This is an optimization exercise on Yosys and OpenROAD, whose aim is small area, not a production implementation. Function was checked by simulation only, so behaviour that the tests miss may differ from the original.

==> inputs of garnet <==
==> flow/design.v (excerpt) <==
module eth_rx (
    input wire i_clk,
    input wire i_reset,
    input wire [31:0] i_xver_rx_data,
    output logic [31:0] m00_axis_tdata,
    output logic [3:0] m00_axis_tkeep,
    output logic m00_axis_tvalid,
    output logic m00_axis_tlast,
    output logic m00_axis_tuser
);
    wire [31:0] rx_gearbox_data_out, rx_descrambled_data;
    wire [1:0] rx_header;
    wire rx_data_valid, rx_header_valid, rx_next_second_word;
    wire rx_gearbox_slip;
    wire [31:0] rx_decoded_data;
    wire [3:0] rx_decoded_ctl;
    rx_gearbox #(.REGISTER_OUTPUT(1))
    u_rx_gearbox (
        .i_clk(i_clk),
        .i_reset(i_reset),
        .i_data(i_xver_rx_data),
        .i_slip(rx_gearbox_slip),
        .o_data(rx_gearbox_data_out),
        .o_header(rx_header),
        .o_data_valid(rx_data_valid),
        .o_header_valid(rx_header_valid),
        .o_next_second_word(rx_next_second_word)
    );
    lock_state u_lock_state(
        .i_clk(i_clk),
        .i_reset(i_reset),
        .i_header(rx_header),
        .i_valid(rx_header_valid),
        .o_slip(rx_gearbox_slip)
    );
    scrambler #(
        .DESCRAMBLE(1)
    ) u_descrambler(
        .i_clk(i_clk),
        .i_reset(i_reset),
        .i_init_done(!i_reset),
        .i_pause(!rx_data_valid),
        .i_data(rx_gearbox_data_out),
        .o_data(rx_descrambled_data)
    );
    decoder u_decoder(
        .i_reset(i_reset),
        .i_rxc(i_clk),
        .i_rxd(rx_descrambled_data),
        .i_rx_header(rx_header),
  ...
clock: 6.5 ns
lec_check: 0
cap_margin: 0
core_margin: 2
core_utilization: 40
cts_buf_list: sky130_fd_sc_hd__clkbuf_8
cts_cluster_diameter: 60
cts_cluster_size: 20
gpl_timing_driven: 0
slew_margin: 0
standard.sh (not shown) runs the stock make flow with config.mk's settings and CLKGATE_MAP_FILE= SYNTH_SCRIPT=/design/flow/synth_recipe.tcl, a recipe that flattens the netlist after the stock synthesis.
==> flow/flow/run.sh <==
#!/bin/bash
# Layout flow: the standard flow (standard.sh, the ORFS make targets), with
#  - ABC run with an area-oriented mapping script (flow/abc_speed.script:
#    choice-based structural rewriting and area-recovering mapping, no
#    buffering/upsizing; the repair steps after placement fix any timing);
#    everything else in synthesis is the standard one, so the registers
#    are the standard synthesis's;
#  - CTS without dummy load cells;
#  - the smallest buffer on every input and output port.
# Each tool's log is in orfs/logs/; this script's own output is in flow.log.
set -euo pipefail
W=$(pwd)
{
  echo "copying ORFS scripts to $W/scripts_mod"
  rm -rf "$W/scripts_mod"
  cp -r "$FLOW_HOME/scripts" "$W/scripts_mod"
  cp "$W/flow/abc_speed.script" "$W/scripts_mod/abc_speed.script"
  bash "$W/standard.sh" \
    "SCRIPTS_DIR=$W/scripts_mod" \
    "CTS_ARGS=-sink_clustering_enable -repair_clock_nets -dont_use_dummy_load -buf_list sky130_fd_sc_hd__clkbuf_8 -sink_clustering_size 20 -sink_clustering_max_diameter 60" \
    "BUFFER_PORTS_ARGS=-buffer_cell sky130_fd_sc_hd__buf_1" \
    finish
} > "$W/flow.log" 2>&1
==> flow/flow/abc_speed.script <==
&get -n
&st
&dch -f
&nf -R 1000
&st
&dch -f
&nf -R 1000
&st
&dch -f
&nf -R 1000
&st
&dch -f
&nf -R 1000
&put
strash
dch -f
amap -m -Q 0.2
topo
stime -c
dnsize -c
==> harbor (differences from garnet) <==
--- a/flow/design.v
+++ b/flow/design.v
@@ -396,42 +396,37 @@
     input wire i_rx_data_valid,
     input wire i_rx_header_valid,
     input wire i_next_decode,      
     output wire [DATA_WIDTH-1:0] o_rxd,
     output wire [DATA_NBYTES-1:0] o_rxctl
 );
     logic [DATA_WIDTH-1:0] rxd_q;
-    logic [1:0] hdr_q;
-    logic [7:0] bt_q;
     wire output_decode_frame;
     assign output_decode_frame = !i_rx_header_valid && i_rx_data_valid;
     always_ff @(posedge i_rxc) begin
         if (i_rx_data_valid && (output_decode_frame || i_next_decode)) begin
             rxd_q <= i_rxd;
         end
     end
-    always_ff @(posedge i_rxc) begin
-        if (i_reset) begin
-            hdr_q <= SYNC_DATA;
-        end else if (output_decode_frame) begin
-            hdr_q <= i_rx_header;
-        end
-    end
-    always_ff @(posedge i_rxc) begin
-        if (output_decode_frame) begin
-            bt_q <= rxd_q[7:0];
-        end
-    end
-    wire hi = !output_decode_frame;
-    wire [7:0] bt = hi ? bt_q : rxd_q[7:0];
-    wire [1:0] hdr = hi ? hdr_q : i_rx_header;
-    wire [63:0] lo_bits = {i_rxd, rxd_q};
-    wire [3:0] oc_a_src = hi ? rxd_q[3:0] : i_rxd[3:0];
-    wire [3:0] oc_b_src = hi ? rxd_q[7:4] : i_rxd[7:4];
-    wire is_data = hdr == SYNC_DATA;
+    function automatic logic [7:0] cc_map(input logic [6:0] icode);
+        case (icode)
+            CC_IDLE:    cc_map = RS_IDLE;
+            CC_LPI:     cc_map = RS_LPI;
+            CC_ERROR:   cc_map = RS_ERROR;
+            CC_RES0:    cc_map = RS_RES0;
+            CC_RES1:    cc_map = RS_RES1;
+            CC_RES2:    cc_map = RS_RES2;
+            CC_RES3:    cc_map = RS_RES3;
+            CC_RES4:    cc_map = RS_RES4;
+            CC_RES5:    cc_map = RS_RES5;
+            default:    cc_map = RS_IDLE;
+        endcase
+    endfunction
+    wire is_data = i_rx_header == SYNC_DATA;
+    wire [7:0] bt = rxd_q[7:0];
     wire t_idle = !is_data && bt == BT_IDLE;
     wire t_o4   = !is_data && bt == BT_O4;
     wire t_s4   = !is_data && bt == BT_S4;
     wire t_o0s4 = !is_data && bt == BT_O0S4;
     wire t_o0o4 = !is_data && bt == BT_O0O4;
     wire t_s0   = !is_data && bt == BT_S0;
     wire t_o0   = !is_data && bt == BT_O0;
@@ -441,70 +436,101 @@
     assign t_term[2] = !is_data && bt == BT_T2;
     assign t_term[3] = !is_data && bt == BT_T3;
     assign t_term[4] = !is_data && bt == BT_T4;
     assign t_term[5] = !is_data && bt == BT_T5;
     assign t_term[6] = !is_data && bt == BT_T6;
     assign t_term[7] = !is_data && bt == BT_T7;
     wire t_known = is_data | t_idle | t_o4 | t_s4 | t_o0s4 | t_o0o4 | t_s0 | t_o0 | (|t_term);
-    wire [7:0] oc_a = oc_a_src == OC_SEQ ? RS_OSEQ : RS_OSIG;
-    wire [7:0] oc_b = oc_b_src == OC_SEQ ? RS_OSEQ : RS_OSIG;
-    function automatic logic [7:0] cc_map(input logic [6:0] icode);
-        case (icode)
-            CC_IDLE:    cc_map = RS_IDLE;
-            CC_LPI:     cc_map = RS_LPI;
-            CC_ERROR:   cc_map = RS_ERROR;
-            CC_RES0:    cc_map = RS_RES0;
-            CC_RES1:    cc_map = RS_RES1;
-            CC_RES2:    cc_map = RS_RES2;
-            CC_RES3:    cc_map = RS_RES3;
-            CC_RES4:    cc_map = RS_RES4;
-            CC_RES5:    cc_map = RS_RES5;
-            default:    cc_map = RS_IDLE;
-        endcase
-    endfunction
-    function automatic logic [6:0] lane_sel(input int l, input logic is_data, input logic t_idle,
+    typedef enum logic [3:0] {
+        C_RAW = 4'd0,    
+        C_MAP = 4'd1,    
+        C_O4  = 4'd2,    
+        C_FB  = 4'd3,    
+        C_OCA = 4'd4,    
+        C_T4  = 4'd5,
+        C_T5  = 4'd6,
+        C_T6  = 4'd7,
+        C_T7  = 4'd8,
+        C_ERR = 4'd9     
+    } hi_class_t;
+    hi_class_t cls, cls_q;
+    always_comb begin
+        if (is_data || t_s0) cls = C_RAW;
+        else if (t_idle || t_o0 || t_term[0] || t_term[1] || t_term[2] || t_term[3]) cls = C_MAP;
+        else if (t_o4) cls = C_O4;
+        else if (t_s4 || t_o0s4) cls = C_FB;
+        else if (t_o0o4) cls = C_OCA;
+        else if (t_term[4]) cls = C_T4;
+        else if (t_term[5]) cls = C_T5;
+        else if (t_term[6]) cls = C_T6;
+        else if (t_term[7]) cls = C_T7;
+        else cls = C_ERR;
+    end
+    always_ff @(posedge i_rxc) begin
+        if (i_reset) begin
+            cls_q <= C_RAW;
+        end else if (output_decode_frame) begin
+            cls_q <= cls;
+        end
+    end
+    function automatic logic [7:0] lo_sel(input int l, input logic is_data, input logic t_idle,
             input logic t_o4, input logic t_s4, input logic t_o0s4, input logic t_o0o4,
-            input logic t_s0, input logic t_o0, input logic [7:0] t_term);
+            input logic t_s0, input logic t_o0, input logic [7:0] t_term, input logic t_known);
         logic s_raw, s_shf, s_map, s_fb, s_fd, s_oca, s_ocb;
-        s_raw = is_data || (l >= 1 && l <= 3 && (t_o0s4 || t_o0o4 || t_o0)) ||
-                (l >= 5 && (t_o4 || t_s4 || t_o0s4 || t_o0o4)) || (l >= 1 && t_s0);
+        s_raw = is_data || (l >= 1 && (t_o0s4 || t_o0o4 || t_o0 || t_s0));
         s_shf = 1'b0;
         s_fd = 1'b0;
-        s_map = t_idle || (l < 4 && (t_o4 || t_s4)) || (l >= 4 && t_o0);
+        s_map = t_idle || t_o4 || t_s4;
         for (int n = 0; n < 8; n++) begin
             if (l < n) s_shf = s_shf || t_term[n];
             if (l == n) s_fd = s_fd || t_term[n];
             if (l > n) s_map = s_map || t_term[n];
         end
-        s_fb = (l == 4 && (t_s4 || t_o0s4)) || (l == 0 && t_s0);
-        s_oca = (l == 0 && (t_o0s4 || t_o0)) || (l == 4 && t_o0o4);
-        s_ocb = (l == 4 && t_o4) || (l == 0 && t_o0o4);
-        lane_sel = {s_raw, s_shf, s_map, s_fb, s_fd, s_oca, s_ocb};
+        s_fb = (l == 0 && t_s0);
+        s_oca = (l == 0 && (t_o0s4 || t_o0));
+        s_ocb = (l == 0 && t_o0o4);
+        lo_sel = {s_raw, s_shf, s_map, s_fb, s_fd, s_oca, s_ocb, !t_known};
     endfunction
+    function automatic logic [7:0] hi_sel(input int l, input hi_class_t c);
+        logic s_raw, s_shf, s_map, s_fb, s_fd, s_oca, s_ocb;
+        s_raw = c == C_RAW || (l >= 1 && (c == C_O4 || c == C_FB || c == C_OCA));
+        s_map = c == C_MAP || (l >= 1 && c == C_T4) || (l >= 2 && c == C_T5) || (l >= 3 && c == C_T6);
+        s_shf = (l < 1 && c == C_T5) || (l < 2 && c == C_T6) || (l < 3 && c == C_T7);
+        s_fd = (l == 0 && c == C_T4) || (l == 1 && c == C_T5) || (l == 2 && c == C_T6) || (l == 3 && c == C_T7);
+        s_fb = l == 0 && c == C_FB;
+        s_oca = l == 0 && c == C_OCA;
+        s_ocb = l == 0 && c == C_O4;
+        hi_sel = {s_raw, s_shf, s_map, s_fb, s_fd, s_oca, s_ocb, c == C_ERR};
+    endfunction
+    wire hi = !output_decode_frame;
+    wire [63:0] lo_bits = {i_rxd, rxd_q};
+    wire [3:0] oc_a_src = hi ? rxd_q[3:0] : i_rxd[3:0];
+    wire [3:0] oc_b_src = hi ? rxd_q[7:4] : i_rxd[7:4];
+    wire [7:0] oc_a = oc_a_src == OC_SEQ ? RS_OSEQ : RS_OSIG;
+    wire [7:0] oc_b = oc_b_src == OC_SEQ ? RS_OSEQ : RS_OSIG;
     logic [31:0] rxd_out;
     logic [3:0] ctl_out;
     always_comb begin
         for (int j = 0; j < 4; j++) begin
-            logic [6:0] sel_lo, sel_hi, sel;
-            logic s_raw, s_shf, s_map, s_fb, s_fd, s_oca, s_ocb;
+            logic [7:0] sel;
+            logic s_raw, s_shf, s_map, s_fb, s_fd, s_oca, s_ocb, s_err;
             logic [7:0] raw, shf;
             logic [6:0] code;
-            sel_lo = lane_sel(j, is_data, t_idle, t_o4, t_s4, t_o0s4, t_o0o4, t_s0, t_o0, t_term);
-            sel_hi = lane_sel(j + 4, is_data, t_idle, t_o4, t_s4, t_o0s4, t_o0o4, t_s0, t_o0, t_term);
-            sel = hi ? sel_hi : sel_lo;
-            {s_raw, s_shf, s_map, s_fb, s_fd, s_oca, s_ocb} = sel;
+            sel = hi ? hi_sel(j, cls_q) :
+                       lo_sel(j, is_data, t_idle, t_o4, t_s4, t_o0s4, t_o0o4, t_s0, t_o0, t_term, t_known);
+            {s_raw, s_shf, s_map, s_fb, s_fd, s_oca, s_ocb, s_err} = sel;
             raw = rxd_q[8*j +: 8];
             shf = (j < 3) ? rxd_q[8*j+8 +: 8] : i_rxd[7:0];
             code = hi ? rxd_q[4 + 7*j +: 7] : lo_bits[8 + 7*j +: 7];
             rxd_out[8*j +: 8] = ({8{s_raw}} & raw) | ({8{s_shf}} & shf) |
                                 ({8{s_map}} & cc_map(code)) |
                                 ({8{s_fb}} & RS_START) | ({8{s_fd}} & RS_TERM) |
                                 ({8{s_oca}} & oc_a) | ({8{s_ocb}} & oc_b) |
-                                ({8{!t_known}} & RS_ERROR);
-            ctl_out[j] = !t_known || s_map || s_fb || s_fd || s_oca || s_ocb;
+                                ({8{s_err}} & RS_ERROR);
+            ctl_out[j] = s_err || s_map || s_fb || s_fd || s_oca || s_ocb;
         end
     end
     assign o_rxd = rxd_out;
     assign o_rxctl = ctl_out;
 endmodule
 `timescale 1ns/1ps
 `default_nettype none
@@ -545,42 +571,38 @@
                           (i_xgmii_rxc[2] && i_xgmii_rxd[23:16] == RS_ERROR) ||
                           (i_xgmii_rxc[1] && i_xgmii_rxd[15: 8] == RS_ERROR) ||
                           (i_xgmii_rxc[0] && i_xgmii_rxd[ 7: 0] == RS_ERROR);
     assign sfd_found = i_phy_rx_valid && (i_xgmii_rxd == {{3{8'h55}}, RS_START}) && (i_xgmii_rxc == 4'b1);
     assign frame_end = i_phy_rx_valid && ctl_found;
     assign next_in_frame = in_frame ? !frame_end : sfd_found;
     always_comb begin
-        if (!in_frame || sfd_found_del) begin
-            tkeep = 4'b0000;
-        end else begin
-            case (1'b1)
-                term_loc[0]: tkeep = 4'b0000;
-                term_loc[1]: tkeep = 4'b0001;
-                term_loc[2]: tkeep = 4'b0011;
-                term_loc[3]: tkeep = 4'b0111;
-                default: tkeep = 4'b1111;
-            endcase
-        end
+        case (1'b1)
+            term_loc[0]: tkeep = 4'b0000;
+            term_loc[1]: tkeep = 4'b0001;
+            term_loc[2]: tkeep = 4'b0011;
+            term_loc[3]: tkeep = 4'b0111;
+            default: tkeep = 4'b1111;
+        endcase
     end
     always_ff @(posedge i_clk)
     if (i_reset) begin
         in_frame <= 1'b0;
         m00_axis_tvalid <= 1'b0;
     end else begin
         in_frame <= next_in_frame;
         m00_axis_tvalid <= in_frame && i_phy_rx_valid && !data_invalid && !sfd_found_del;
     end
     always_ff @(posedge i_clk) begin
-        m00_axis_tlast <= in_frame && frame_end;
-        m00_axis_tuser <= in_frame && fcs_ok;
+        m00_axis_tlast <= frame_end;
+        m00_axis_tuser <= fcs_ok;
         m00_axis_tdata <= i_xgmii_rxd;
         m00_axis_tkeep <= tkeep;
         if (i_phy_rx_valid) begin
             sfd_found_del <= sfd_found;
-            prev_full <= in_frame && tkeep[3];
+            prev_full <= in_frame && !sfd_found_del && !term_found;
         end
     end
     wire [31:0] crc;
     slicing_crc u_rx_crc (
         .i_clk(i_clk),
         .i_en(i_phy_rx_valid),
         .i_continue(in_frame && prev_full),
==> flow/flow/abc_speed.script (replaced) <==
&get -n
&st
&dch -f
&nf -R 1000
&st
&dch -f
&nf -R 1000
&st
&dch -f
&nf -R 1000
&st
&dch -f
&nf -R 1000
&put
topo
stime -c
dnsize -c
GPL_TIMING_DRIVEN = not set   (was 0)
==> maple (differences from garnet) <==
==> flow/flow/abc_speed.script (replaced) <==
&get -n
&st
&dch -f
&nf -R 1000
&st
&dch -f
&nf -R 1000
&st
&dch -f
&nf -R 1000
&st
&dch -f
&nf -R 1000
&put
topo
stime -c
dnsize -c
GPL_TIMING_DRIVEN = not set   (was 0)
==> notes <==
- The lowest count of clock-buffer cells in the layout belongs to garnet, the highest to harbor.
- Sequential share of layout area, highest first: garnet, maple, harbor.
- Maximum frequency: maple is larger than garnet (29%).
==> figures <==
metric	garnet	maple	harbor
Proportion of final cell area spent on non-clock buffers	2.089%	2.563%	2.861%
Well tap count	518	525	525
Global-route wire length before repair	81.54 mm	74.33 mm	74.42 mm
Critical Path End	xgmii_rx_data[26]	u_rx_gearbox.o_data[21]	u_rx_gearbox.o_header[0]
Final cell count without fillers	2,526	2,329	2,345
Top cell type's share of synthesized area	25.65%	25.26%	24.60%
Proportion of cell area occupied by multi-input gates	43.84%	51.03%	51.43%
Result of the run	timing/DRC/antenna clean	timing/DRC/antenna clean	timing/DRC/antenna clean
Fill cell count	3,888	3,896	3,848
Relative slew slack	19.86%	15.16%	21.91%
Sequential cell count of the final layout	302	302	296

-- static timing again, ports no longer ideal --
In the flow no input, the clock included, has a driving cell. The finished layouts below were timed again as built, in two steps. Step 1: set_driving_cell puts a clkbuf_16 on i_clk and a buf_2 on each other input, an assumption about the parent block. Step 2 adds t to the input delays and takes it off the output delays; t is the mean of the earliest and latest rising clock arrival at the registers after step 1. Input paths then give back, and output paths get back, about the clock's delay inside the block. Slacks: ideal / step 1 / step 2; pairs: ideal / step 1.
| run | t (ns) | setup slack, ns | cell pins on the clock port's net |
|---|---|---|---|
| garnet | 0.641 | 0.608 / 0.608 / 0.608 | 1 |
| harbor | 0.654 | 1.710 / 1.710 / 1.710 | 1 |
| maple | 0.647 | 1.939 / 1.939 / 1.939 | 1 |
After both steps every run listed still meets setup and hold.
